This design comes from an exercise in tuning for small area, a short achievable clock period and few clock cycles on the open sky130 flow, not from production work.
Function was checked by simulation only, so behaviour that the tests miss may differ from the original.

<file path="flow/config.mk">
export PLATFORM = sky130hd
export DESIGN_NAME = exu
export DESIGN_NICKNAME = exu
export VERILOG_FILES = /design/flow/design.v
export SDC_FILE = /design/flow/constraint.sdc
export NUM_CORES = 4
export LEC_CHECK = 0
export ABC_CLOCK_PERIOD_IN_PS = 5000
export CAP_MARGIN = 30
export CORE_MARGIN = 2
export CORE_UTILIZATION = 45
export SETUP_SLACK_MARGIN = 4
export SLEW_MARGIN = 30
export TNS_END_PERCENT = 10
</file>
<file path="flow/constraint.sdc">
create_clock -name core_clock -period 10.0 [get_ports {clk}]
set_input_delay 2.0000 -clock core_clock [delete_from_list [all_inputs] [get_ports {clk}]]
set_output_delay 2.0000 -clock core_clock [all_outputs]
set_load 0.01 [all_outputs]
</file>
<file path="flow/design.v">
module exu(
	input wire clk,
	input wire rstn,
	input wire [19:0] ex_sig,
	input wire [31:0] ex_src1,
	input wire [31:0] ex_src2,
	input wire ex_out_valid,
	output reg [31:0] ex_result,
	output wire [2:0] ex_exception,
	output reg ex_in_valid
	);
	assign ex_exception = 3'd0;
	reg st_mul, st_fa1, st_fa2, st_dneg, st_dnorm, st_diter, st_dfix,
	    st_x0, st_lm1, st_lm2;
	wire idle = ~(st_mul | st_fa1 | st_fa2 | st_dneg | st_dnorm | st_diter |
	              st_dfix | st_x0 | st_lm1 | st_lm2);
	reg ph_sq, ph_m1;      
	reg [32:0] MA;         
	reg [31:0] A, B, Q;
	reg [32:0] P;
	reg [12:0] X;
	reg [7:0] EY0, EY1;
	reg SY, SWP, F1, FSUB, SGL;
	reg [4:0] cnt;
	reg sA, sB;
	reg o_fdiv, o_div, o_rem, o_sdiv;
	reg SIGX, SIGD;
	reg [4:0] osel;        
	reg os_cmp, os_sg, R0;
	reg [1:0] mw;
	wire [31:0] i1 = ex_src1;
	wire [31:0] i2 = ex_src2;
	wire eq31 = i1[30:0] == i2[30:0];
	wire lt31 = i1[30:0] < i2[30:0];
	wire gt31 = ~lt31 & ~eq31;
	wire feq = eq31 & (i1[31] == i2[31]);
	wire flt = (i1[31] & ~i2[31]) | (~i1[31] & ~i2[31] & lt31) | (i1[31] & i2[31] & gt31);
	wire flt_r = (i2[31] & ~i1[31]) | (~i2[31] & ~i1[31] & gt31) | (i2[31] & i1[31] & lt31);
	wire fle = ~flt_r;
	wire cmp_bit = (ex_sig[12] & feq) | (ex_sig[13] & flt) | (ex_sig[14] & fle) |
	               (ex_sig[15] & i2[31]) | (ex_sig[16] & ~i2[31]);
	wire is_cmp = |ex_sig[16:12];
	wire is_imul = |ex_sig[3:0];
	wire is_div = |ex_sig[7:4];
	wire is_fadd = ex_sig[8] | ex_sig[9];
	wire [8:0] ed = {1'b0, i1[30:23]} - {1'b0, i2[30:23]};
	wire [7:0] sm_i = ed[8] ? (i2[30:23] - i1[30:23]) : ed[7:0];
	wire fa_sy = gt31 ? i1[31] : (i2[31] ^ ex_sig[9]);
	wire [1:0] msteps = (i2[31:7] == {25{i2[31]}}) ? 2'd0 :
	                    (i2[31:15] == {17{i2[31]}}) ? 2'd1 :
	                    (i2[31:23] == {9{i2[31]}}) ? 2'd2 : 2'd3;
	wire [32:0] ma = MA;
	wire last = cnt == 5'd0;
	wire sd = last & sB & Q[7];
	wire [40:0] t;
	mstep mstep_u (.ma(ma), .d({sd, Q[7:0]}), .P(P), .t(t));
	wire [22:0] mymux = P[23] ? P[22:0] : {P[21:0], Q[31]};
	wire [31:0] dmin = A;
	wire [32:0] dsub = {1'b0, dmin} - {1'b0, Q};
	wire dge = ~dsub[32];
	wire [32:0] dsubh = {1'b0, dmin} - {2'b0, Q[31:1]};
	wire [33:0] c3a = {2'b0, dmin}, c3b = ~{2'b0, Q}, c3c = ~{3'b0, Q[31:1]};
	wire [33:0] c3s = c3a ^ c3b ^ c3c;
	wire [33:0] c3c2 = {(c3a[32:0] & c3b[32:0]) | (c3a[32:0] & c3c[32:0]) | (c3b[32:0] & c3c[32:0]), 1'b1};
	wire [33:0] dsub3 = c3s + c3c2 + 34'd1;
	wire dge2 = dge ? ~dsub3[33] : ~dsubh[32];
	wire [31:0] dr1 = dge ? dsub[31:0] : dmin;
	wire [31:0] dr2 = SGL ? dr1 : (dge ? (dge2 ? dsub3[31:0] : dsub[31:0]) : (dge2 ? dsubh[31:0] : dmin));
	wire [31:0] dq2 = SGL ? {1'b0, Q[31:1]} : {2'b0, Q[31:2]};
	wire [31:0] negA = ~A + 32'd1;
	wire [31:0] negB = ~B + 32'd1;
	function [5:0] clz32(input [31:0] v);
		integer k;
		begin
			clz32 = 6'd32;
			for (k = 0; k < 32; k = k + 1)
				if (v[k]) clz32 = 6'd31 - k[5:0];
		end
	endfunction
	wire [5:0] clzA = clz32(A);
	wire [5:0] clzB = clz32(B);
	wire [6:0] nsh = {1'b0, clzB} - {1'b0, clzA};
	wire [31:0] Bsh = B << nsh[4:0];
	wire [7:0] SM = EY0;
	wire [22:0] m1a = SWP ? B[22:0] : A[22:0];
	wire [22:0] m2a = SWP ? A[22:0] : B[22:0];
	wire [7:0] e1a = SWP ? B[30:23] : A[30:23];
	wire pm = A[31] ^ B[31] ^ FSUB;
	wire flag1 = (SM[7:1] == 7'd0) & pm;
	wire [24:0] m2b = {1'b1, m2a, 1'b0} >> SM;
	wire [25:0] mya2 = {2'b01, m1a, 1'b0} + ({1'b0, m2b} ^ {26{pm}}) + {25'd0, pm};
	wire [22:0] my2 = mya2[25] ? mya2[24:2] : (mya2[24] ? mya2[23:1] : mya2[22:0]);
		wire [7:0] ey2 = mya2[25] ? e1a + 8'd1 : (mya2[24] ? e1a : ((|e1a) ? e1a - 8'd1 : 8'd0));
	wire [24:0] m2c = SM[0] ? {2'b01, m2a} : {1'b1, m2a, 1'b0};
	wire [24:0] m1c = {1'b1, m1a, 1'b0} - m2c;
	function [4:0] lzc25(input [24:0] v);
		integer k;
		begin
			lzc25 = 5'd25;
			for (k = 0; k < 25; k = k + 1)
				if (v[k]) lzc25 = 5'd24 - k[4:0];
		end
	endfunction
	wire [4:0] lz = lzc25(m1c);
	wire [24:0] m1s = m1c << lz;
	wire [8:0] ey1a = {1'b0, e1a} - {4'd0, lz};
	wire [7:0] ey1 = (ey1a[8] | ~|m1c) ? 8'd0 : ey1a[7:0];
	wire [31:0] fa_res = flag1 ? {SY, ey1, m1s[23:1]} : {SY, ey2, my2};
	wire [7:0] xe = o_fdiv ? P[30:23] : A[30:23];
	wire fzero = o_fdiv ? (P[30:23] == 8'd0) : 1'b0;
	wire mzero = ~o_fdiv & ((A[30:0] == 31'd0) | (B[30:0] == 31'd0));
	wire [9:0] D0 = mzero ? 10'h381 :
	                {2'b0, xe} + (o_fdiv ? ~{2'b0, B[30:23]} : {2'b0, B[30:23]}) + (o_fdiv ? 10'd127 : 10'h381);
	wire [9:0] D1 = D0 + 10'd1;
	wire [7:0] ey0_n = (D0[9] | fzero) ? 8'd0 : D0[7:0];
	wire [7:0] ey1_n = (D1[9] | fzero) ? 8'd0 : D1[7:0];
	wire [22:0] mix2 = {X[10:0], 12'd0} - mymux;
	always @(posedge clk) begin
		if (~rstn) begin
			{st_mul, st_fa1, st_fa2, st_dneg, st_dnorm, st_diter, st_dfix, st_x0, st_lm1, st_lm2} <= 10'd0;
			ex_in_valid <= 1'b0;
		end else begin
			ex_in_valid <= 1'b0;
			if (idle & ex_out_valid) begin
				A <= ex_sig[11] ? {7'd0, 1'b1, 13'd0, 11'd0} + {22'd0, 1'b1, ex_src2[22:13]} + 32'd1 : ex_src1;
				B <= ex_src2;
				sA <= ex_sig[1] | ex_sig[2];
				sB <= ex_sig[0] | ex_sig[1];
				MA <= ex_sig[10] ? {10'd1, ex_src1[22:0]} : {(ex_sig[0] | ex_sig[1] | ex_sig[2]) & ex_src1[31], ex_src1};
				ph_sq <= 1'b0;
				ph_m1 <= 1'b0;
				o_fdiv <= ex_sig[11];
				o_div <= ex_sig[4] | ex_sig[5];
				o_rem <= ex_sig[6] | ex_sig[7];
				o_sdiv <= ex_sig[4] | ex_sig[6];
				SIGX <= ex_src1[31];
				SIGD <= ex_src2[31];
				FSUB <= ex_sig[9];
				SY <= is_fadd ? fa_sy : (ex_src1[31] ^ ex_src2[31]);
				SWP <= lt31;
				EY0 <= sm_i;
				R0 <= cmp_bit;
				P <= ex_sig[11] ? {1'b0, ex_src1} : 33'd0;
				Q <= ex_sig[10] ? {8'd0, 1'b1, ex_src2[22:0]} :
				     ex_sig[11] ? {8'd0, 1'b1, ex_src2[22:13], 1'b1, 12'd0} : ex_src2;
				X <= 13'd0;
				cnt <= ex_sig[10] ? 5'd2 : ex_sig[11] ? 5'd6 : ex_sig[0] ? {3'd0, msteps} : 5'd3;
				mw <= ex_sig[0] ? msteps : 2'd3;
				SGL <= 1'b1;
				os_cmp <= |ex_sig[14:12];
				os_sg <= ex_sig[15] | ex_sig[16];
				osel <= {ex_sig[10] | ex_sig[11], ex_sig[4] | ex_sig[5], ex_sig[6] | ex_sig[7], ex_sig[0], ~(ex_sig[0] | is_div | ex_sig[10] | ex_sig[11] | is_cmp)};
				ex_in_valid <= is_cmp;
				st_mul <= is_imul | ex_sig[10];
				st_fa1 <= is_fadd;
				st_dneg <= is_div & (ex_sig[4] | ex_sig[6]) & (ex_src1[31] | ex_src2[31]);
				st_dnorm <= is_div & ~((ex_sig[4] | ex_sig[6]) & (ex_src1[31] | ex_src2[31]));
				st_x0 <= ex_sig[11];
			end
			if (st_mul) begin
				P <= t[40:8];
				Q <= {t[7:0], Q[31:8]};
				if (~o_fdiv) EY0 <= ey0_n;
				if (~o_fdiv) EY1 <= ey1_n;
				cnt <= cnt - 5'd1;
				if (last) begin
					st_mul <= 1'b0;
					if (ph_sq) st_lm1 <= 1'b1;
					else if (ph_m1) st_lm2 <= 1'b1;
					else ex_in_valid <= 1'b1;
				end
			end
			if (st_fa1) begin
				P <= {1'b0, fa_res};
				st_fa1 <= 1'b0;
				ex_in_valid <= 1'b1;
			end
			if (st_dneg) begin
				if (o_sdiv & A[31]) A <= negA;
				if (o_sdiv & B[31]) B <= negB;
				st_dneg <= 1'b0;
				st_dnorm <= 1'b1;
			end
			if (st_dnorm) begin
				st_dnorm <= 1'b0;
				if (B == 32'd0) begin
					B <= 32'hffffffff;
					if (o_sdiv & ((o_div & (SIGX ^ SIGD)) | (o_rem & SIGX)))
						st_dfix <= 1'b1;
					else
						ex_in_valid <= 1'b1;
				end else if (nsh[6]) begin
					B <= 32'd0;
					if (o_sdiv & o_rem & SIGX)
						st_dfix <= 1'b1;
					else
						ex_in_valid <= 1'b1;
				end else begin
					Q <= Bsh;
					B <= 32'd0;
					cnt <= {1'b0, nsh[4:1]};
					SGL <= ~nsh[0];
					st_diter <= 1'b1;
				end
			end
			if (st_diter) begin
				A <= dr2;
				B <= SGL ? {B[30:0], dge} : {B[29:0], dge, dge2};
				Q <= dq2;
				SGL <= 1'b0;
				cnt <= cnt - 5'd1;
				if (last) begin
					st_diter <= 1'b0;
					if ((o_sdiv & o_div & (SIGX ^ SIGD)) | (o_sdiv & o_rem & SIGX))
						st_dfix <= 1'b1;
					else
						ex_in_valid <= 1'b1;
				end
			end
			if (st_dfix) begin
				if (o_sdiv & o_div & (SIGX ^ SIGD)) B <= negB;
				if (o_sdiv & o_rem & SIGX) A <= negA;
				st_dfix <= 1'b0;
				ex_in_valid <= 1'b1;
			end
			if (st_x0) begin
				A <= dr2;
				X <= SGL ? {X[11:0], dge} : {X[10:0], dge, dge2};
				Q <= dq2;
				SGL <= 1'b0;
				EY0 <= ey0_n;
				EY1 <= ey1_n;
				cnt <= cnt - 5'd1;
				if (last) begin
					A <= P[31:0];
					P <= 33'd0;
					Q <= {16'd0, X[10:0], dge, dge2, 3'd0};
					cnt <= 5'd1;
					st_x0 <= 1'b0;
					st_mul <= 1'b1;
					MA <= {9'd0, X[10:0], dge, dge2, 11'd0};
					ph_sq <= 1'b1;
				end
			end
			if (st_lm1) begin
				P <= 33'd0;
				Q <= {8'd0, 1'b1, mymux};
				cnt <= 5'd2;
				MA <= {10'd1, B[22:0]};
				ph_sq <= 1'b0;
				ph_m1 <= 1'b1;
				st_lm1 <= 1'b0;
				st_mul <= 1'b1;
			end
			if (st_lm2) begin
				P <= 33'd0;
				Q <= {8'd0, 1'b1, mix2};
				cnt <= 5'd2;
				MA <= {10'd1, A[22:0]};
				ph_m1 <= 1'b0;
				st_lm2 <= 1'b0;
				st_mul <= 1'b1;
			end
		end
	end
	wire [31:0] fpack = {SY, P[23] ? EY1 : EY0, mymux};
	always @(*) begin
		ex_result = ({32{osel[0]}} & P[31:0]) |
		            ({32{osel[1] & (mw == 2'd3)}} & Q) |
		            ({32{osel[1] & (mw == 2'd2)}} & {P[7:0], Q[31:8]}) |
		            ({32{osel[1] & (mw == 2'd1)}} & {P[15:0], Q[31:16]}) |
		            ({32{osel[1] & (mw == 2'd0)}} & {P[23:0], Q[31:24]}) |
		            ({32{osel[2]}} & A) |
		            ({32{osel[3]}} & B) |
		            ({32{osel[4]}} & fpack) |
		            {os_sg & R0, {31{os_sg}} & A[30:0]} |
		            {31'd0, os_cmp & R0};
	end
endmodule
module mstep(input [32:0] ma, input [8:0] d, input [32:0] P, output [40:0] t);
wire one0 = d[0] ^ 1'b0;
wire two0 = (d[1] & ~d[0] & ~1'b0) | (~d[1] & d[0] & 1'b0);
wire neg0 = d[1];
wire pp0_0 = ((one0 & ma[0]) | (two0 & 1'b0)) ^ neg0;
wire pp0_1 = ((one0 & ma[1]) | (two0 & ma[0])) ^ neg0;
wire pp0_2 = ((one0 & ma[2]) | (two0 & ma[1])) ^ neg0;
wire pp0_3 = ((one0 & ma[3]) | (two0 & ma[2])) ^ neg0;
wire pp0_4 = ((one0 & ma[4]) | (two0 & ma[3])) ^ neg0;
wire pp0_5 = ((one0 & ma[5]) | (two0 & ma[4])) ^ neg0;
wire pp0_6 = ((one0 & ma[6]) | (two0 & ma[5])) ^ neg0;
wire pp0_7 = ((one0 & ma[7]) | (two0 & ma[6])) ^ neg0;
wire pp0_8 = ((one0 & ma[8]) | (two0 & ma[7])) ^ neg0;
wire pp0_9 = ((one0 & ma[9]) | (two0 & ma[8])) ^ neg0;
wire pp0_10 = ((one0 & ma[10]) | (two0 & ma[9])) ^ neg0;
wire pp0_11 = ((one0 & ma[11]) | (two0 & ma[10])) ^ neg0;
wire pp0_12 = ((one0 & ma[12]) | (two0 & ma[11])) ^ neg0;
wire pp0_13 = ((one0 & ma[13]) | (two0 & ma[12])) ^ neg0;
wire pp0_14 = ((one0 & ma[14]) | (two0 & ma[13])) ^ neg0;
wire pp0_15 = ((one0 & ma[15]) | (two0 & ma[14])) ^ neg0;
wire pp0_16 = ((one0 & ma[16]) | (two0 & ma[15])) ^ neg0;
wire pp0_17 = ((one0 & ma[17]) | (two0 & ma[16])) ^ neg0;
wire pp0_18 = ((one0 & ma[18]) | (two0 & ma[17])) ^ neg0;
wire pp0_19 = ((one0 & ma[19]) | (two0 & ma[18])) ^ neg0;
wire pp0_20 = ((one0 & ma[20]) | (two0 & ma[19])) ^ neg0;
wire pp0_21 = ((one0 & ma[21]) | (two0 & ma[20])) ^ neg0;
wire pp0_22 = ((one0 & ma[22]) | (two0 & ma[21])) ^ neg0;
wire pp0_23 = ((one0 & ma[23]) | (two0 & ma[22])) ^ neg0;
wire pp0_24 = ((one0 & ma[24]) | (two0 & ma[23])) ^ neg0;
wire pp0_25 = ((one0 & ma[25]) | (two0 & ma[24])) ^ neg0;
wire pp0_26 = ((one0 & ma[26]) | (two0 & ma[25])) ^ neg0;
wire pp0_27 = ((one0 & ma[27]) | (two0 & ma[26])) ^ neg0;
wire pp0_28 = ((one0 & ma[28]) | (two0 & ma[27])) ^ neg0;
wire pp0_29 = ((one0 & ma[29]) | (two0 & ma[28])) ^ neg0;
wire pp0_30 = ((one0 & ma[30]) | (two0 & ma[29])) ^ neg0;
wire pp0_31 = ((one0 & ma[31]) | (two0 & ma[30])) ^ neg0;
wire pp0_32 = ((one0 & ma[32]) | (two0 & ma[31])) ^ neg0;
wire pp0_33 = ((one0 & ma[32]) | (two0 & ma[32])) ^ neg0;
wire npp0_33 = ~pp0_33;
wire one1 = d[2] ^ d[1];
wire two1 = (d[3] & ~d[2] & ~d[1]) | (~d[3] & d[2] & d[1]);
wire neg1 = d[3];
wire pp1_0 = ((one1 & ma[0]) | (two1 & 1'b0)) ^ neg1;
wire pp1_1 = ((one1 & ma[1]) | (two1 & ma[0])) ^ neg1;
wire pp1_2 = ((one1 & ma[2]) | (two1 & ma[1])) ^ neg1;
wire pp1_3 = ((one1 & ma[3]) | (two1 & ma[2])) ^ neg1;
wire pp1_4 = ((one1 & ma[4]) | (two1 & ma[3])) ^ neg1;
wire pp1_5 = ((one1 & ma[5]) | (two1 & ma[4])) ^ neg1;
wire pp1_6 = ((one1 & ma[6]) | (two1 & ma[5])) ^ neg1;
wire pp1_7 = ((one1 & ma[7]) | (two1 & ma[6])) ^ neg1;
wire pp1_8 = ((one1 & ma[8]) | (two1 & ma[7])) ^ neg1;
wire pp1_9 = ((one1 & ma[9]) | (two1 & ma[8])) ^ neg1;
wire pp1_10 = ((one1 & ma[10]) | (two1 & ma[9])) ^ neg1;
wire pp1_11 = ((one1 & ma[11]) | (two1 & ma[10])) ^ neg1;
wire pp1_12 = ((one1 & ma[12]) | (two1 & ma[11])) ^ neg1;
wire pp1_13 = ((one1 & ma[13]) | (two1 & ma[12])) ^ neg1;
wire pp1_14 = ((one1 & ma[14]) | (two1 & ma[13])) ^ neg1;
wire pp1_15 = ((one1 & ma[15]) | (two1 & ma[14])) ^ neg1;
wire pp1_16 = ((one1 & ma[16]) | (two1 & ma[15])) ^ neg1;
wire pp1_17 = ((one1 & ma[17]) | (two1 & ma[16])) ^ neg1;
wire pp1_18 = ((one1 & ma[18]) | (two1 & ma[17])) ^ neg1;
wire pp1_19 = ((one1 & ma[19]) | (two1 & ma[18])) ^ neg1;
wire pp1_20 = ((one1 & ma[20]) | (two1 & ma[19])) ^ neg1;
wire pp1_21 = ((one1 & ma[21]) | (two1 & ma[20])) ^ neg1;
wire pp1_22 = ((one1 & ma[22]) | (two1 & ma[21])) ^ neg1;
wire pp1_23 = ((one1 & ma[23]) | (two1 & ma[22])) ^ neg1;
wire pp1_24 = ((one1 & ma[24]) | (two1 & ma[23])) ^ neg1;
wire pp1_25 = ((one1 & ma[25]) | (two1 & ma[24])) ^ neg1;
wire pp1_26 = ((one1 & ma[26]) | (two1 & ma[25])) ^ neg1;
wire pp1_27 = ((one1 & ma[27]) | (two1 & ma[26])) ^ neg1;
wire pp1_28 = ((one1 & ma[28]) | (two1 & ma[27])) ^ neg1;
wire pp1_29 = ((one1 & ma[29]) | (two1 & ma[28])) ^ neg1;
wire pp1_30 = ((one1 & ma[30]) | (two1 & ma[29])) ^ neg1;
wire pp1_31 = ((one1 & ma[31]) | (two1 & ma[30])) ^ neg1;
wire pp1_32 = ((one1 & ma[32]) | (two1 & ma[31])) ^ neg1;
wire pp1_33 = ((one1 & ma[32]) | (two1 & ma[32])) ^ neg1;
wire npp1_33 = ~pp1_33;
wire one2 = d[4] ^ d[3];
wire two2 = (d[5] & ~d[4] & ~d[3]) | (~d[5] & d[4] & d[3]);
wire neg2 = d[5];
wire pp2_0 = ((one2 & ma[0]) | (two2 & 1'b0)) ^ neg2;
wire pp2_1 = ((one2 & ma[1]) | (two2 & ma[0])) ^ neg2;
wire pp2_2 = ((one2 & ma[2]) | (two2 & ma[1])) ^ neg2;
wire pp2_3 = ((one2 & ma[3]) | (two2 & ma[2])) ^ neg2;
wire pp2_4 = ((one2 & ma[4]) | (two2 & ma[3])) ^ neg2;
wire pp2_5 = ((one2 & ma[5]) | (two2 & ma[4])) ^ neg2;
wire pp2_6 = ((one2 & ma[6]) | (two2 & ma[5])) ^ neg2;
wire pp2_7 = ((one2 & ma[7]) | (two2 & ma[6])) ^ neg2;
wire pp2_8 = ((one2 & ma[8]) | (two2 & ma[7])) ^ neg2;
wire pp2_9 = ((one2 & ma[9]) | (two2 & ma[8])) ^ neg2;
wire pp2_10 = ((one2 & ma[10]) | (two2 & ma[9])) ^ neg2;
wire pp2_11 = ((one2 & ma[11]) | (two2 & ma[10])) ^ neg2;
wire pp2_12 = ((one2 & ma[12]) | (two2 & ma[11])) ^ neg2;
wire pp2_13 = ((one2 & ma[13]) | (two2 & ma[12])) ^ neg2;
wire pp2_14 = ((one2 & ma[14]) | (two2 & ma[13])) ^ neg2;
wire pp2_15 = ((one2 & ma[15]) | (two2 & ma[14])) ^ neg2;
wire pp2_16 = ((one2 & ma[16]) | (two2 & ma[15])) ^ neg2;
wire pp2_17 = ((one2 & ma[17]) | (two2 & ma[16])) ^ neg2;
wire pp2_18 = ((one2 & ma[18]) | (two2 & ma[17])) ^ neg2;
wire pp2_19 = ((one2 & ma[19]) | (two2 & ma[18])) ^ neg2;
wire pp2_20 = ((one2 & ma[20]) | (two2 & ma[19])) ^ neg2;
wire pp2_21 = ((one2 & ma[21]) | (two2 & ma[20])) ^ neg2;
wire pp2_22 = ((one2 & ma[22]) | (two2 & ma[21])) ^ neg2;
wire pp2_23 = ((one2 & ma[23]) | (two2 & ma[22])) ^ neg2;
wire pp2_24 = ((one2 & ma[24]) | (two2 & ma[23])) ^ neg2;
wire pp2_25 = ((one2 & ma[25]) | (two2 & ma[24])) ^ neg2;
wire pp2_26 = ((one2 & ma[26]) | (two2 & ma[25])) ^ neg2;
wire pp2_27 = ((one2 & ma[27]) | (two2 & ma[26])) ^ neg2;
wire pp2_28 = ((one2 & ma[28]) | (two2 & ma[27])) ^ neg2;
wire pp2_29 = ((one2 & ma[29]) | (two2 & ma[28])) ^ neg2;
wire pp2_30 = ((one2 & ma[30]) | (two2 & ma[29])) ^ neg2;
wire pp2_31 = ((one2 & ma[31]) | (two2 & ma[30])) ^ neg2;
wire pp2_32 = ((one2 & ma[32]) | (two2 & ma[31])) ^ neg2;
wire pp2_33 = ((one2 & ma[32]) | (two2 & ma[32])) ^ neg2;
wire npp2_33 = ~pp2_33;
wire one3 = d[6] ^ d[5];
wire two3 = (d[7] & ~d[6] & ~d[5]) | (~d[7] & d[6] & d[5]);
wire neg3 = d[7];
wire pp3_0 = ((one3 & ma[0]) | (two3 & 1'b0)) ^ neg3;
wire pp3_1 = ((one3 & ma[1]) | (two3 & ma[0])) ^ neg3;
wire pp3_2 = ((one3 & ma[2]) | (two3 & ma[1])) ^ neg3;
wire pp3_3 = ((one3 & ma[3]) | (two3 & ma[2])) ^ neg3;
wire pp3_4 = ((one3 & ma[4]) | (two3 & ma[3])) ^ neg3;
wire pp3_5 = ((one3 & ma[5]) | (two3 & ma[4])) ^ neg3;
wire pp3_6 = ((one3 & ma[6]) | (two3 & ma[5])) ^ neg3;
wire pp3_7 = ((one3 & ma[7]) | (two3 & ma[6])) ^ neg3;
wire pp3_8 = ((one3 & ma[8]) | (two3 & ma[7])) ^ neg3;
wire pp3_9 = ((one3 & ma[9]) | (two3 & ma[8])) ^ neg3;
wire pp3_10 = ((one3 & ma[10]) | (two3 & ma[9])) ^ neg3;
wire pp3_11 = ((one3 & ma[11]) | (two3 & ma[10])) ^ neg3;
wire pp3_12 = ((one3 & ma[12]) | (two3 & ma[11])) ^ neg3;
wire pp3_13 = ((one3 & ma[13]) | (two3 & ma[12])) ^ neg3;
wire pp3_14 = ((one3 & ma[14]) | (two3 & ma[13])) ^ neg3;
wire pp3_15 = ((one3 & ma[15]) | (two3 & ma[14])) ^ neg3;
wire pp3_16 = ((one3 & ma[16]) | (two3 & ma[15])) ^ neg3;
wire pp3_17 = ((one3 & ma[17]) | (two3 & ma[16])) ^ neg3;
wire pp3_18 = ((one3 & ma[18]) | (two3 & ma[17])) ^ neg3;
wire pp3_19 = ((one3 & ma[19]) | (two3 & ma[18])) ^ neg3;
wire pp3_20 = ((one3 & ma[20]) | (two3 & ma[19])) ^ neg3;
wire pp3_21 = ((one3 & ma[21]) | (two3 & ma[20])) ^ neg3;
wire pp3_22 = ((one3 & ma[22]) | (two3 & ma[21])) ^ neg3;
wire pp3_23 = ((one3 & ma[23]) | (two3 & ma[22])) ^ neg3;
wire pp3_24 = ((one3 & ma[24]) | (two3 & ma[23])) ^ neg3;
wire pp3_25 = ((one3 & ma[25]) | (two3 & ma[24])) ^ neg3;
wire pp3_26 = ((one3 & ma[26]) | (two3 & ma[25])) ^ neg3;
wire pp3_27 = ((one3 & ma[27]) | (two3 & ma[26])) ^ neg3;
wire pp3_28 = ((one3 & ma[28]) | (two3 & ma[27])) ^ neg3;
wire pp3_29 = ((one3 & ma[29]) | (two3 & ma[28])) ^ neg3;
wire pp3_30 = ((one3 & ma[30]) | (two3 & ma[29])) ^ neg3;
wire pp3_31 = ((one3 & ma[31]) | (two3 & ma[30])) ^ neg3;
wire pp3_32 = ((one3 & ma[32]) | (two3 & ma[31])) ^ neg3;
wire pp3_33 = ((one3 & ma[32]) | (two3 & ma[32])) ^ neg3;
wire npp3_33 = ~pp3_33;
wire u = d[7] & ~d[8];
wire ur_0 = u & ma[0];
wire ur_1 = u & ma[1];
wire ur_2 = u & ma[2];
wire ur_3 = u & ma[3];
wire ur_4 = u & ma[4];
wire ur_5 = u & ma[5];
wire ur_6 = u & ma[6];
wire ur_7 = u & ma[7];
wire ur_8 = u & ma[8];
wire ur_9 = u & ma[9];
wire ur_10 = u & ma[10];
wire ur_11 = u & ma[11];
wire ur_12 = u & ma[12];
wire ur_13 = u & ma[13];
wire ur_14 = u & ma[14];
wire ur_15 = u & ma[15];
wire ur_16 = u & ma[16];
wire ur_17 = u & ma[17];
wire ur_18 = u & ma[18];
wire ur_19 = u & ma[19];
wire ur_20 = u & ma[20];
wire ur_21 = u & ma[21];
wire ur_22 = u & ma[22];
wire ur_23 = u & ma[23];
wire ur_24 = u & ma[24];
wire ur_25 = u & ma[25];
wire ur_26 = u & ma[26];
wire ur_27 = u & ma[27];
wire ur_28 = u & ma[28];
wire ur_29 = u & ma[29];
wire ur_30 = u & ma[30];
wire ur_31 = u & ma[31];
wire nur_32 = ~(u & ma[32]);
wire nP32 = ~P[32];
wire r1 = pp0_32 ^ pp1_30;
wire r2 = pp0_32 & pp1_30;
wire r3 = pp0_4 ^ pp1_2;
wire r4 = pp0_4 & pp1_2;
wire r5 = pp0_5 ^ pp1_3;
wire r6 = pp0_5 & pp1_3;
wire r7 = pp0_6 ^ pp1_4 ^ pp2_2;
wire r8 = (pp0_6 & pp1_4) | (pp0_6 & pp2_2) | (pp1_4 & pp2_2);
wire r9 = pp3_0 ^ neg3;
wire r10 = pp3_0 & neg3;
wire r11 = pp0_7 ^ pp1_5 ^ pp2_3;
wire r12 = (pp0_7 & pp1_5) | (pp0_7 & pp2_3) | (pp1_5 & pp2_3);
wire r13 = pp3_1 ^ P[7];
wire r14 = pp3_1 & P[7];
wire r15 = pp0_8 ^ pp1_6 ^ pp2_4;
wire r16 = (pp0_8 & pp1_6) | (pp0_8 & pp2_4) | (pp1_6 & pp2_4);
wire r17 = pp3_2 ^ ur_0 ^ P[8];
wire r18 = (pp3_2 & ur_0) | (pp3_2 & P[8]) | (ur_0 & P[8]);
wire r19 = pp0_9 ^ pp1_7 ^ pp2_5;
wire r20 = (pp0_9 & pp1_7) | (pp0_9 & pp2_5) | (pp1_7 & pp2_5);
wire r21 = pp3_3 ^ ur_1 ^ P[9];
wire r22 = (pp3_3 & ur_1) | (pp3_3 & P[9]) | (ur_1 & P[9]);
wire r23 = pp0_10 ^ pp1_8 ^ pp2_6;
wire r24 = (pp0_10 & pp1_8) | (pp0_10 & pp2_6) | (pp1_8 & pp2_6);
wire r25 = pp3_4 ^ ur_2 ^ P[10];
wire r26 = (pp3_4 & ur_2) | (pp3_4 & P[10]) | (ur_2 & P[10]);
wire r27 = pp0_11 ^ pp1_9 ^ pp2_7;
wire r28 = (pp0_11 & pp1_9) | (pp0_11 & pp2_7) | (pp1_9 & pp2_7);
wire r29 = pp3_5 ^ ur_3 ^ P[11];
wire r30 = (pp3_5 & ur_3) | (pp3_5 & P[11]) | (ur_3 & P[11]);
wire r31 = pp0_12 ^ pp1_10 ^ pp2_8;
wire r32 = (pp0_12 & pp1_10) | (pp0_12 & pp2_8) | (pp1_10 & pp2_8);
wire r33 = pp3_6 ^ ur_4 ^ P[12];
wire r34 = (pp3_6 & ur_4) | (pp3_6 & P[12]) | (ur_4 & P[12]);
wire r35 = pp0_13 ^ pp1_11 ^ pp2_9;
wire r36 = (pp0_13 & pp1_11) | (pp0_13 & pp2_9) | (pp1_11 & pp2_9);
wire r37 = pp3_7 ^ ur_5 ^ P[13];
wire r38 = (pp3_7 & ur_5) | (pp3_7 & P[13]) | (ur_5 & P[13]);
wire r39 = pp0_14 ^ pp1_12 ^ pp2_10;
wire r40 = (pp0_14 & pp1_12) | (pp0_14 & pp2_10) | (pp1_12 & pp2_10);
wire r41 = pp3_8 ^ ur_6 ^ P[14];
wire r42 = (pp3_8 & ur_6) | (pp3_8 & P[14]) | (ur_6 & P[14]);
wire r43 = pp0_15 ^ pp1_13 ^ pp2_11;
wire r44 = (pp0_15 & pp1_13) | (pp0_15 & pp2_11) | (pp1_13 & pp2_11);
wire r45 = pp3_9 ^ ur_7 ^ P[15];
wire r46 = (pp3_9 & ur_7) | (pp3_9 & P[15]) | (ur_7 & P[15]);
wire r47 = pp0_16 ^ pp1_14 ^ pp2_12;
wire r48 = (pp0_16 & pp1_14) | (pp0_16 & pp2_12) | (pp1_14 & pp2_12);
wire r49 = pp3_10 ^ ur_8 ^ P[16];
wire r50 = (pp3_10 & ur_8) | (pp3_10 & P[16]) | (ur_8 & P[16]);
wire r51 = pp0_17 ^ pp1_15 ^ pp2_13;
wire r52 = (pp0_17 & pp1_15) | (pp0_17 & pp2_13) | (pp1_15 & pp2_13);
wire r53 = pp3_11 ^ ur_9 ^ P[17];
wire r54 = (pp3_11 & ur_9) | (pp3_11 & P[17]) | (ur_9 & P[17]);
wire r55 = pp0_18 ^ pp1_16 ^ pp2_14;
wire r56 = (pp0_18 & pp1_16) | (pp0_18 & pp2_14) | (pp1_16 & pp2_14);
wire r57 = pp3_12 ^ ur_10 ^ P[18];
wire r58 = (pp3_12 & ur_10) | (pp3_12 & P[18]) | (ur_10 & P[18]);
wire r59 = pp0_19 ^ pp1_17 ^ pp2_15;
wire r60 = (pp0_19 & pp1_17) | (pp0_19 & pp2_15) | (pp1_17 & pp2_15);
wire r61 = pp3_13 ^ ur_11 ^ P[19];
wire r62 = (pp3_13 & ur_11) | (pp3_13 & P[19]) | (ur_11 & P[19]);
wire r63 = pp0_20 ^ pp1_18 ^ pp2_16;
wire r64 = (pp0_20 & pp1_18) | (pp0_20 & pp2_16) | (pp1_18 & pp2_16);
wire r65 = pp3_14 ^ ur_12 ^ P[20];
wire r66 = (pp3_14 & ur_12) | (pp3_14 & P[20]) | (ur_12 & P[20]);
wire r67 = pp0_21 ^ pp1_19 ^ pp2_17;
wire r68 = (pp0_21 & pp1_19) | (pp0_21 & pp2_17) | (pp1_19 & pp2_17);
wire r69 = pp3_15 ^ ur_13 ^ P[21];
wire r70 = (pp3_15 & ur_13) | (pp3_15 & P[21]) | (ur_13 & P[21]);
wire r71 = pp0_22 ^ pp1_20 ^ pp2_18;
wire r72 = (pp0_22 & pp1_20) | (pp0_22 & pp2_18) | (pp1_20 & pp2_18);
wire r73 = pp3_16 ^ ur_14 ^ P[22];
wire r74 = (pp3_16 & ur_14) | (pp3_16 & P[22]) | (ur_14 & P[22]);
wire r75 = pp0_23 ^ pp1_21 ^ pp2_19;
wire r76 = (pp0_23 & pp1_21) | (pp0_23 & pp2_19) | (pp1_21 & pp2_19);
wire r77 = pp3_17 ^ ur_15 ^ P[23];
wire r78 = (pp3_17 & ur_15) | (pp3_17 & P[23]) | (ur_15 & P[23]);
wire r79 = pp0_24 ^ pp1_22 ^ pp2_20;
wire r80 = (pp0_24 & pp1_22) | (pp0_24 & pp2_20) | (pp1_22 & pp2_20);
wire r81 = pp3_18 ^ ur_16 ^ P[24];
wire r82 = (pp3_18 & ur_16) | (pp3_18 & P[24]) | (ur_16 & P[24]);
wire r83 = pp0_25 ^ pp1_23 ^ pp2_21;
wire r84 = (pp0_25 & pp1_23) | (pp0_25 & pp2_21) | (pp1_23 & pp2_21);
wire r85 = pp3_19 ^ ur_17 ^ P[25];
wire r86 = (pp3_19 & ur_17) | (pp3_19 & P[25]) | (ur_17 & P[25]);
wire r87 = pp0_26 ^ pp1_24 ^ pp2_22;
wire r88 = (pp0_26 & pp1_24) | (pp0_26 & pp2_22) | (pp1_24 & pp2_22);
wire r89 = pp3_20 ^ ur_18 ^ P[26];
wire r90 = (pp3_20 & ur_18) | (pp3_20 & P[26]) | (ur_18 & P[26]);
wire r91 = pp0_27 ^ pp1_25 ^ pp2_23;
wire r92 = (pp0_27 & pp1_25) | (pp0_27 & pp2_23) | (pp1_25 & pp2_23);
wire r93 = pp3_21 ^ ur_19 ^ P[27];
wire r94 = (pp3_21 & ur_19) | (pp3_21 & P[27]) | (ur_19 & P[27]);
wire r95 = pp0_28 ^ pp1_26 ^ pp2_24;
wire r96 = (pp0_28 & pp1_26) | (pp0_28 & pp2_24) | (pp1_26 & pp2_24);
wire r97 = pp3_22 ^ ur_20 ^ P[28];
wire r98 = (pp3_22 & ur_20) | (pp3_22 & P[28]) | (ur_20 & P[28]);
wire r99 = pp0_29 ^ pp1_27 ^ pp2_25;
wire r100 = (pp0_29 & pp1_27) | (pp0_29 & pp2_25) | (pp1_27 & pp2_25);
wire r101 = pp3_23 ^ ur_21 ^ P[29];
wire r102 = (pp3_23 & ur_21) | (pp3_23 & P[29]) | (ur_21 & P[29]);
wire r103 = pp0_30 ^ pp1_28 ^ pp2_26;
wire r104 = (pp0_30 & pp1_28) | (pp0_30 & pp2_26) | (pp1_28 & pp2_26);
wire r105 = pp3_24 ^ ur_22 ^ P[30];
wire r106 = (pp3_24 & ur_22) | (pp3_24 & P[30]) | (ur_22 & P[30]);
wire r107 = pp0_31 ^ pp1_29 ^ pp2_27;
wire r108 = (pp0_31 & pp1_29) | (pp0_31 & pp2_27) | (pp1_29 & pp2_27);
wire r109 = pp3_25 ^ ur_23 ^ P[31];
wire r110 = (pp3_25 & ur_23) | (pp3_25 & P[31]) | (ur_23 & P[31]);
wire r111 = r1 ^ pp2_28 ^ pp3_26;
wire r112 = (r1 & pp2_28) | (r1 & pp3_26) | (pp2_28 & pp3_26);
wire r113 = ur_24 ^ nP32 ^ 1'b1;
wire r114 = (ur_24 & nP32) | (ur_24 & 1'b1) | (nP32 & 1'b1);
wire r115 = r2 ^ npp0_33 ^ pp1_31;
wire r116 = (r2 & npp0_33) | (r2 & pp1_31) | (npp0_33 & pp1_31);
wire r117 = pp2_29 ^ pp3_27 ^ ur_25;
wire r118 = (pp2_29 & pp3_27) | (pp2_29 & ur_25) | (pp3_27 & ur_25);
wire r119 = pp1_32 ^ pp2_30 ^ pp3_28;
wire r120 = (pp1_32 & pp2_30) | (pp1_32 & pp3_28) | (pp2_30 & pp3_28);
wire r121 = ur_26 ^ 1'b1;
wire r122 = ur_26 & 1'b1;
wire r123 = npp1_33 ^ pp2_31 ^ pp3_29;
wire r124 = (npp1_33 & pp2_31) | (npp1_33 & pp3_29) | (pp2_31 & pp3_29);
wire r125 = pp2_32 ^ pp3_30;
wire r126 = pp2_32 & pp3_30;
wire r127 = pp0_2 ^ pp1_0;
wire r128 = pp0_2 & pp1_0;
wire r129 = pp0_3 ^ pp1_1;
wire r130 = pp0_3 & pp1_1;
wire r131 = r3 ^ pp2_0 ^ neg2;
wire r132 = (r3 & pp2_0) | (r3 & neg2) | (pp2_0 & neg2);
wire r133 = r4 ^ r5 ^ pp2_1;
wire r134 = (r4 & r5) | (r4 & pp2_1) | (r5 & pp2_1);
wire r135 = r6 ^ r7 ^ r9;
wire r136 = (r6 & r7) | (r6 & r9) | (r7 & r9);
wire r137 = r8 ^ r10 ^ r11;
wire r138 = (r8 & r10) | (r8 & r11) | (r10 & r11);
wire r139 = r12 ^ r14 ^ r15;
wire r140 = (r12 & r14) | (r12 & r15) | (r14 & r15);
wire r141 = r16 ^ r18 ^ r19;
wire r142 = (r16 & r18) | (r16 & r19) | (r18 & r19);
wire r143 = r20 ^ r22 ^ r23;
wire r144 = (r20 & r22) | (r20 & r23) | (r22 & r23);
wire r145 = r24 ^ r26 ^ r27;
wire r146 = (r24 & r26) | (r24 & r27) | (r26 & r27);
wire r147 = r28 ^ r30 ^ r31;
wire r148 = (r28 & r30) | (r28 & r31) | (r30 & r31);
wire r149 = r32 ^ r34 ^ r35;
wire r150 = (r32 & r34) | (r32 & r35) | (r34 & r35);
wire r151 = r36 ^ r38 ^ r39;
wire r152 = (r36 & r38) | (r36 & r39) | (r38 & r39);
wire r153 = r40 ^ r42 ^ r43;
wire r154 = (r40 & r42) | (r40 & r43) | (r42 & r43);
wire r155 = r44 ^ r46 ^ r47;
wire r156 = (r44 & r46) | (r44 & r47) | (r46 & r47);
wire r157 = r48 ^ r50 ^ r51;
wire r158 = (r48 & r50) | (r48 & r51) | (r50 & r51);
wire r159 = r52 ^ r54 ^ r55;
wire r160 = (r52 & r54) | (r52 & r55) | (r54 & r55);
wire r161 = r56 ^ r58 ^ r59;
wire r162 = (r56 & r58) | (r56 & r59) | (r58 & r59);
wire r163 = r60 ^ r62 ^ r63;
wire r164 = (r60 & r62) | (r60 & r63) | (r62 & r63);
wire r165 = r64 ^ r66 ^ r67;
wire r166 = (r64 & r66) | (r64 & r67) | (r66 & r67);
wire r167 = r68 ^ r70 ^ r71;
wire r168 = (r68 & r70) | (r68 & r71) | (r70 & r71);
wire r169 = r72 ^ r74 ^ r75;
wire r170 = (r72 & r74) | (r72 & r75) | (r74 & r75);
wire r171 = r76 ^ r78 ^ r79;
wire r172 = (r76 & r78) | (r76 & r79) | (r78 & r79);
wire r173 = r80 ^ r82 ^ r83;
wire r174 = (r80 & r82) | (r80 & r83) | (r82 & r83);
wire r175 = r84 ^ r86 ^ r87;
wire r176 = (r84 & r86) | (r84 & r87) | (r86 & r87);
wire r177 = r88 ^ r90 ^ r91;
wire r178 = (r88 & r90) | (r88 & r91) | (r90 & r91);
wire r179 = r92 ^ r94 ^ r95;
wire r180 = (r92 & r94) | (r92 & r95) | (r94 & r95);
wire r181 = r96 ^ r98 ^ r99;
wire r182 = (r96 & r98) | (r96 & r99) | (r98 & r99);
wire r183 = r100 ^ r102 ^ r103;
wire r184 = (r100 & r102) | (r100 & r103) | (r102 & r103);
wire r185 = r104 ^ r106 ^ r107;
wire r186 = (r104 & r106) | (r104 & r107) | (r106 & r107);
wire r187 = r108 ^ r110 ^ r111;
wire r188 = (r108 & r110) | (r108 & r111) | (r110 & r111);
wire r189 = r112 ^ r114 ^ r115;
wire r190 = (r112 & r114) | (r112 & r115) | (r114 & r115);
wire r191 = r116 ^ r118 ^ r119;
wire r192 = (r116 & r118) | (r116 & r119) | (r118 & r119);
wire r193 = r120 ^ r122 ^ r123;
wire r194 = (r120 & r122) | (r120 & r123) | (r122 & r123);
wire r195 = r124 ^ r125 ^ ur_28;
wire r196 = (r124 & r125) | (r124 & ur_28) | (r125 & ur_28);
wire r197 = r126 ^ npp2_33 ^ pp3_31;
wire r198 = (r126 & npp2_33) | (r126 & pp3_31) | (npp2_33 & pp3_31);
wire r199 = pp3_32 ^ ur_30;
wire r200 = pp3_32 & ur_30;
wire r201 = pp0_0 ^ neg0;
wire r202 = pp0_0 & neg0;
wire r203 = pp0_1 ^ P[1];
wire r204 = pp0_1 & P[1];
wire r205 = r127 ^ neg1 ^ P[2];
wire r206 = (r127 & neg1) | (r127 & P[2]) | (neg1 & P[2]);
wire r207 = r128 ^ r129 ^ P[3];
wire r208 = (r128 & r129) | (r128 & P[3]) | (r129 & P[3]);
wire r209 = r130 ^ r131 ^ P[4];
wire r210 = (r130 & r131) | (r130 & P[4]) | (r131 & P[4]);
wire r211 = r132 ^ r133 ^ P[5];
wire r212 = (r132 & r133) | (r132 & P[5]) | (r133 & P[5]);
wire r213 = r134 ^ r135 ^ P[6];
wire r214 = (r134 & r135) | (r134 & P[6]) | (r135 & P[6]);
wire r215 = r136 ^ r137 ^ r13;
wire r216 = (r136 & r137) | (r136 & r13) | (r137 & r13);
wire r217 = r138 ^ r139 ^ r17;
wire r218 = (r138 & r139) | (r138 & r17) | (r139 & r17);
wire r219 = r140 ^ r141 ^ r21;
wire r220 = (r140 & r141) | (r140 & r21) | (r141 & r21);
wire r221 = r142 ^ r143 ^ r25;
wire r222 = (r142 & r143) | (r142 & r25) | (r143 & r25);
wire r223 = r144 ^ r145 ^ r29;
wire r224 = (r144 & r145) | (r144 & r29) | (r145 & r29);
wire r225 = r146 ^ r147 ^ r33;
wire r226 = (r146 & r147) | (r146 & r33) | (r147 & r33);
wire r227 = r148 ^ r149 ^ r37;
wire r228 = (r148 & r149) | (r148 & r37) | (r149 & r37);
wire r229 = r150 ^ r151 ^ r41;
wire r230 = (r150 & r151) | (r150 & r41) | (r151 & r41);
wire r231 = r152 ^ r153 ^ r45;
wire r232 = (r152 & r153) | (r152 & r45) | (r153 & r45);
wire r233 = r154 ^ r155 ^ r49;
wire r234 = (r154 & r155) | (r154 & r49) | (r155 & r49);
wire r235 = r156 ^ r157 ^ r53;
wire r236 = (r156 & r157) | (r156 & r53) | (r157 & r53);
wire r237 = r158 ^ r159 ^ r57;
wire r238 = (r158 & r159) | (r158 & r57) | (r159 & r57);
wire r239 = r160 ^ r161 ^ r61;
wire r240 = (r160 & r161) | (r160 & r61) | (r161 & r61);
wire r241 = r162 ^ r163 ^ r65;
wire r242 = (r162 & r163) | (r162 & r65) | (r163 & r65);
wire r243 = r164 ^ r165 ^ r69;
wire r244 = (r164 & r165) | (r164 & r69) | (r165 & r69);
wire r245 = r166 ^ r167 ^ r73;
wire r246 = (r166 & r167) | (r166 & r73) | (r167 & r73);
wire r247 = r168 ^ r169 ^ r77;
wire r248 = (r168 & r169) | (r168 & r77) | (r169 & r77);
wire r249 = r170 ^ r171 ^ r81;
wire r250 = (r170 & r171) | (r170 & r81) | (r171 & r81);
wire r251 = r172 ^ r173 ^ r85;
wire r252 = (r172 & r173) | (r172 & r85) | (r173 & r85);
wire r253 = r174 ^ r175 ^ r89;
wire r254 = (r174 & r175) | (r174 & r89) | (r175 & r89);
wire r255 = r176 ^ r177 ^ r93;
wire r256 = (r176 & r177) | (r176 & r93) | (r177 & r93);
wire r257 = r178 ^ r179 ^ r97;
wire r258 = (r178 & r179) | (r178 & r97) | (r179 & r97);
wire r259 = r180 ^ r181 ^ r101;
wire r260 = (r180 & r181) | (r180 & r101) | (r181 & r101);
wire r261 = r182 ^ r183 ^ r105;
wire r262 = (r182 & r183) | (r182 & r105) | (r183 & r105);
wire r263 = r184 ^ r185 ^ r109;
wire r264 = (r184 & r185) | (r184 & r109) | (r185 & r109);
wire r265 = r186 ^ r187 ^ r113;
wire r266 = (r186 & r187) | (r186 & r113) | (r187 & r113);
wire r267 = r188 ^ r189 ^ r117;
wire r268 = (r188 & r189) | (r188 & r117) | (r189 & r117);
wire r269 = r190 ^ r191 ^ r121;
wire r270 = (r190 & r191) | (r190 & r121) | (r191 & r121);
wire r271 = r192 ^ r193 ^ ur_27;
wire r272 = (r192 & r193) | (r192 & ur_27) | (r193 & ur_27);
wire r273 = r194 ^ r195 ^ 1'b1;
wire r274 = (r194 & r195) | (r194 & 1'b1) | (r195 & 1'b1);
wire r275 = r196 ^ r197 ^ ur_29;
wire r276 = (r196 & r197) | (r196 & ur_29) | (r197 & ur_29);
wire r277 = r198 ^ r199 ^ 1'b1;
wire r278 = (r198 & r199) | (r198 & 1'b1) | (r199 & 1'b1);
wire r279 = r200 ^ npp3_33 ^ ur_31;
wire r280 = (r200 & npp3_33) | (r200 & ur_31) | (npp3_33 & ur_31);
wire [40:0] sx = {r280,r278,r276,r274,r272,r270,r268,r266,r264,r262,r260,r258,r256,r254,r252,r250,r248,r246,r244,r242,r240,r238,r236,r234,r232,r230,r228,r226,r224,r222,r220,r218,r216,r214,r212,r210,r208,r206,r204,r202,r201};
wire [40:0] sy = {nur_32,r279,r277,r275,r273,r271,r269,r267,r265,r263,r261,r259,r257,r255,r253,r251,r249,r247,r245,r243,r241,r239,r237,r235,r233,r231,r229,r227,r225,r223,r221,r219,r217,r215,r213,r211,r209,r207,r205,r203,P[0]};
assign t = sx + sy;
endmodule
</file>
<file path="flow/run.sh">
#!/bin/bash
# synth_recipe.tcl (not shown) runs the flow's synth.tcl, then flattens the netlist and writes it again
# the make line also repeats each setting of config.mk as NAME=value (left out here)
make -C /OpenROAD-flow-scripts/flow DESIGN_CONFIG=/design/flow/config.mk WORK_HOME=/design/flow/orfs CLKGATE_MAP_FILE= SYNTH_SCRIPT=/design/flow/synth_recipe.tcl finish
</file>
==> flow_summary.json <==
{
  "outcome": "timing/DRC/antenna clean",
  "numPortBuffers": 116,
  "antenna_found_initial": 24,
  "rsz0062_at_grt": "yes",
  "die_area_um2": 102500,
  "synth_edf_count": 215,
  "cts_tree": "done",
  "yosysUniqueCellTypes": 117,
  "avgSynthCellArea_um2": 7.443,
  "grt_usage": 0.4925,
  "min_path_type": "reg -> reg",
  "grt_start_max_net_pins": 138,
  "async_flop_share": 0,
  "drt_first_iter_violations": 9167,
  "whs_ns": 0.5070,
  "gp_congestion": 1.082,
  "cts_buffers": 35,
  "root_buffer": "clkbuf_16",
  "finalCritPeriodShare": 0.6226,
  "clock_sinks": 225,
  "required_ns": 10.45,
  "synth-xor-area-share": 0.07763,
  "end_kind": "flip-flop",
  "path_class": "reg -> reg",
  "yosys-top-cells-area": "edfxtp_1 14%, ha_1 8.0%, fa_1 7.4%",
  "start_kind": "flip-flop",
  "final_common_cell": "nand2_1",
  "overflow": 0,
  "cp_max_fo": 8,
  "first_pass_iters": 13,
  "synth-compound-area-share": 0.2880,
  "slew_headroom": 0.2280,
  "dp_hpwl_um": 191200,
  "synthSimpleGateAreaFrac": 0.1876,
  "yosysTopAreaCell": "edfxtp_1",
  "netlist_instances": 6046,
  "nets": 6693,
  "synth_top_family_by_area": "compound AO/OA/AOI/OAI gates",
  "yosysSeqAreaShare": 0.1479,
  "mostFrequentLayoutCells": "654 x nand2_1, 531 x a21oi_1, 408 x inv_1",
  "layoutNonFillerInstCount": 7495,
  "core_area_um2": 98710,
  "timing.final.hold_violations": 0,
  "setup_slack_ns": 3.774,
  "area_growth_pct": 18.55,
  "synthFlopType": "edfxtp_1",
  "cts_buffer_depth": 3,
  "maxSlewViolCount": 0,
  "drv_cap": 0,
  "place_ws_ns": 2.245,
  "wirelength_um": 261700,
  "final_util": 0.5404,
  "vias_per_cell": 7.061,
  "synth.area.mux_share": 0.06648,
  "wire_per_inst_um": 34.92,
  "placed_cells": 7160,
  "tns_ns": 0,
  "fp.dieH_um": 320.2,
  "grt_pass1_vias": 47450,
  "cp_slowest_stage_delay_ns": 0.57,
  "max_freq_ghz": 0.1606,
  "ioPinCount": 123,
  "arrival_ns": 6.68,
  "ant_nets": 0,
  "synth_seq_cells": 225,
  "setup_viol": 0,
  "rows": 115,
  "slowest_stage": "fa_2",
  "synth_fa_ha_area_frac": 0.1537,
  "tightest_slew_ns": 1.158,
  "grt_pass1_wl_um": 362700,
  "netlist_area_um2": 45000,
  "synth_top_area_share": 0.1435,
  "fin_skew_ns": 0.03530,
  "clkTransAtPathRegs_ns": 0.07,
  "die_w_um": 320.2,
  "yosys_warnings": 1,
  "clock_latency_ns": 0.61,
  "initial_core_util": 0.4559,
  "dr_total_vias": 52919,
  "drive_gt1_frac": 0.1564,
  "min_period_ns": 6.226,
  "drcViolationCount": 0,
  "fill_cells": 9733,
  "h-tree-depth": 2
}
-- cell families (layout without fill, tap and decap cells) --
logic type                 after synthesis  after routing
AOI/OAI and AO/OA                     1975           1975
and+or+nand+nor                       1822           1823
buffers and inverters                  919           1048
adders and majority gates              453            453
xor gates and xnor gates               398            398
muxes                                  253            253
DFF                                    225            225
other                                    1             33
-- cells in the mapped netlist (all sizes together) (46+ instances only) --
cell	instances
fa	166
and3	69
mux2i	171
nand3	161
mux2	51
nor2	420
ha	287
xnor2	310
edfxtp	215
nor2b	50
a221oi	52
nor3	170
a21o	100
o211ai	67
a211oi	198
a31oi	69
buf	86
inv	435
nand2	664
or3	47
o21a	46
a22oi	155
clkbuf	396
and2	58
o21ai	380
a21oi	566
xor2	88
-- area by class of cell --
cell class / count / area (um^2) / share of cell area
repair buffers: 548 / 5290 / 0.09917
flip-flops and latches: 225 / 6671 / 0.1251
repair inverters: 1 / 7.507 / 0.0001407
multi-input cells: 4905 / 36780 / 0.6895
clock inverters: 19 / 229.0 / 0.004292
diodes: 30 / 75.07 / 0.001407
well taps: 1287 / 1610 / 0.03019
inverters: 437 / 1732 / 0.03246
clock buffers: 43 / 948.4 / 0.01778
-- path summary, 6_finish.rpt --
path / to / startpoint / slack (ns) / depth (start not counted)
max reg2reg: Q[21]$_DFFE_PP_ / A[1]$_DFFE_PP_ / 3.77 / 33
max: Q[21]$_DFFE_PP_ / A[1]$_DFFE_PP_ / 3.77 / 33
min: st_lm2$_SDFF_PP0_ / ph_sq$_SDFFCE_PP0P_ / 0.51 / 1
min reg2reg: st_lm2$_SDFF_PP0_ / ph_sq$_SDFFCE_PP0P_ / 0.51 / 1
-- through the flow --
step                cell area (um^2)
CTS                            51760
detailed placement             47610
finish                         53340
floorplan                      45270
global placement               47570
global route                   53270
-- registers in the layout, summed over array words and instances (netlist names), 2 cells and up --
register,cells
A,32
B,32
EY0,8
EY1,8
MA,33
P,33
Q,32
X,11
cnt,5
mw,2
osel,5
-- repair_timing --
action                     CTS  global route
buffers inserted           155            70
cloned                      12             4
resized for setup          287           178
setup endpoints to repair  108           102
hold buffers                 0             0
pin swaps                  139           123
-- layer usage --
layer | vias to the layer above | track usage | share of wire
met4 | 25 | 0.2968 | 0.076
met2 | 4166 | 0.6667 | 0.38
met3 | 880 | 0.1860 | 0.15
met1 | 25649 | 0.6566 | 0.39
met5 | - | 0.008038 | 0.00084
li1 | 22199 | - | -
-- worst max-delay path, delay by kind of cell, from the launching register on --
kind | cells | cell delay [ns]
AND/OR/NAND/NOR | 5 | 0.72
flip-flops | 1 | 0.43
adder cells (fa/ha/maj) | 3 | 1.00
AO/OA/AOI/OAI | 21 | 3.21
buffers and inverters | 4 | 0.67
Testbench counts, summed over its fixed seeds: cycles 119,400.

-- static timing again, ports no longer ideal --
How much do the figures lean on ideal ports? The routed layout below was timed once more, with nothing changed but the port constraints. Step 1 sets driving cells, clkbuf_16 on the clock port and buf_2 on the other inputs (assumed; they add their load-dependent delay and slew). Step 2 also shifts input and output timing later by t, the mid clock arrival at the registers, as if the neighbouring blocks saw the same clock. Three values: ideal, step 1, step 2; two values: the first two.
t (ns): 0.667
setup slack, ns: 3.774 / 3.774 / 3.503
worst data-port slew with drivers (ns): 0.04
After both steps setup and hold are still met in this run. For this run, drivers alone change the setup slack by 0.000 ns; drivers and shift together by -0.271 ns.
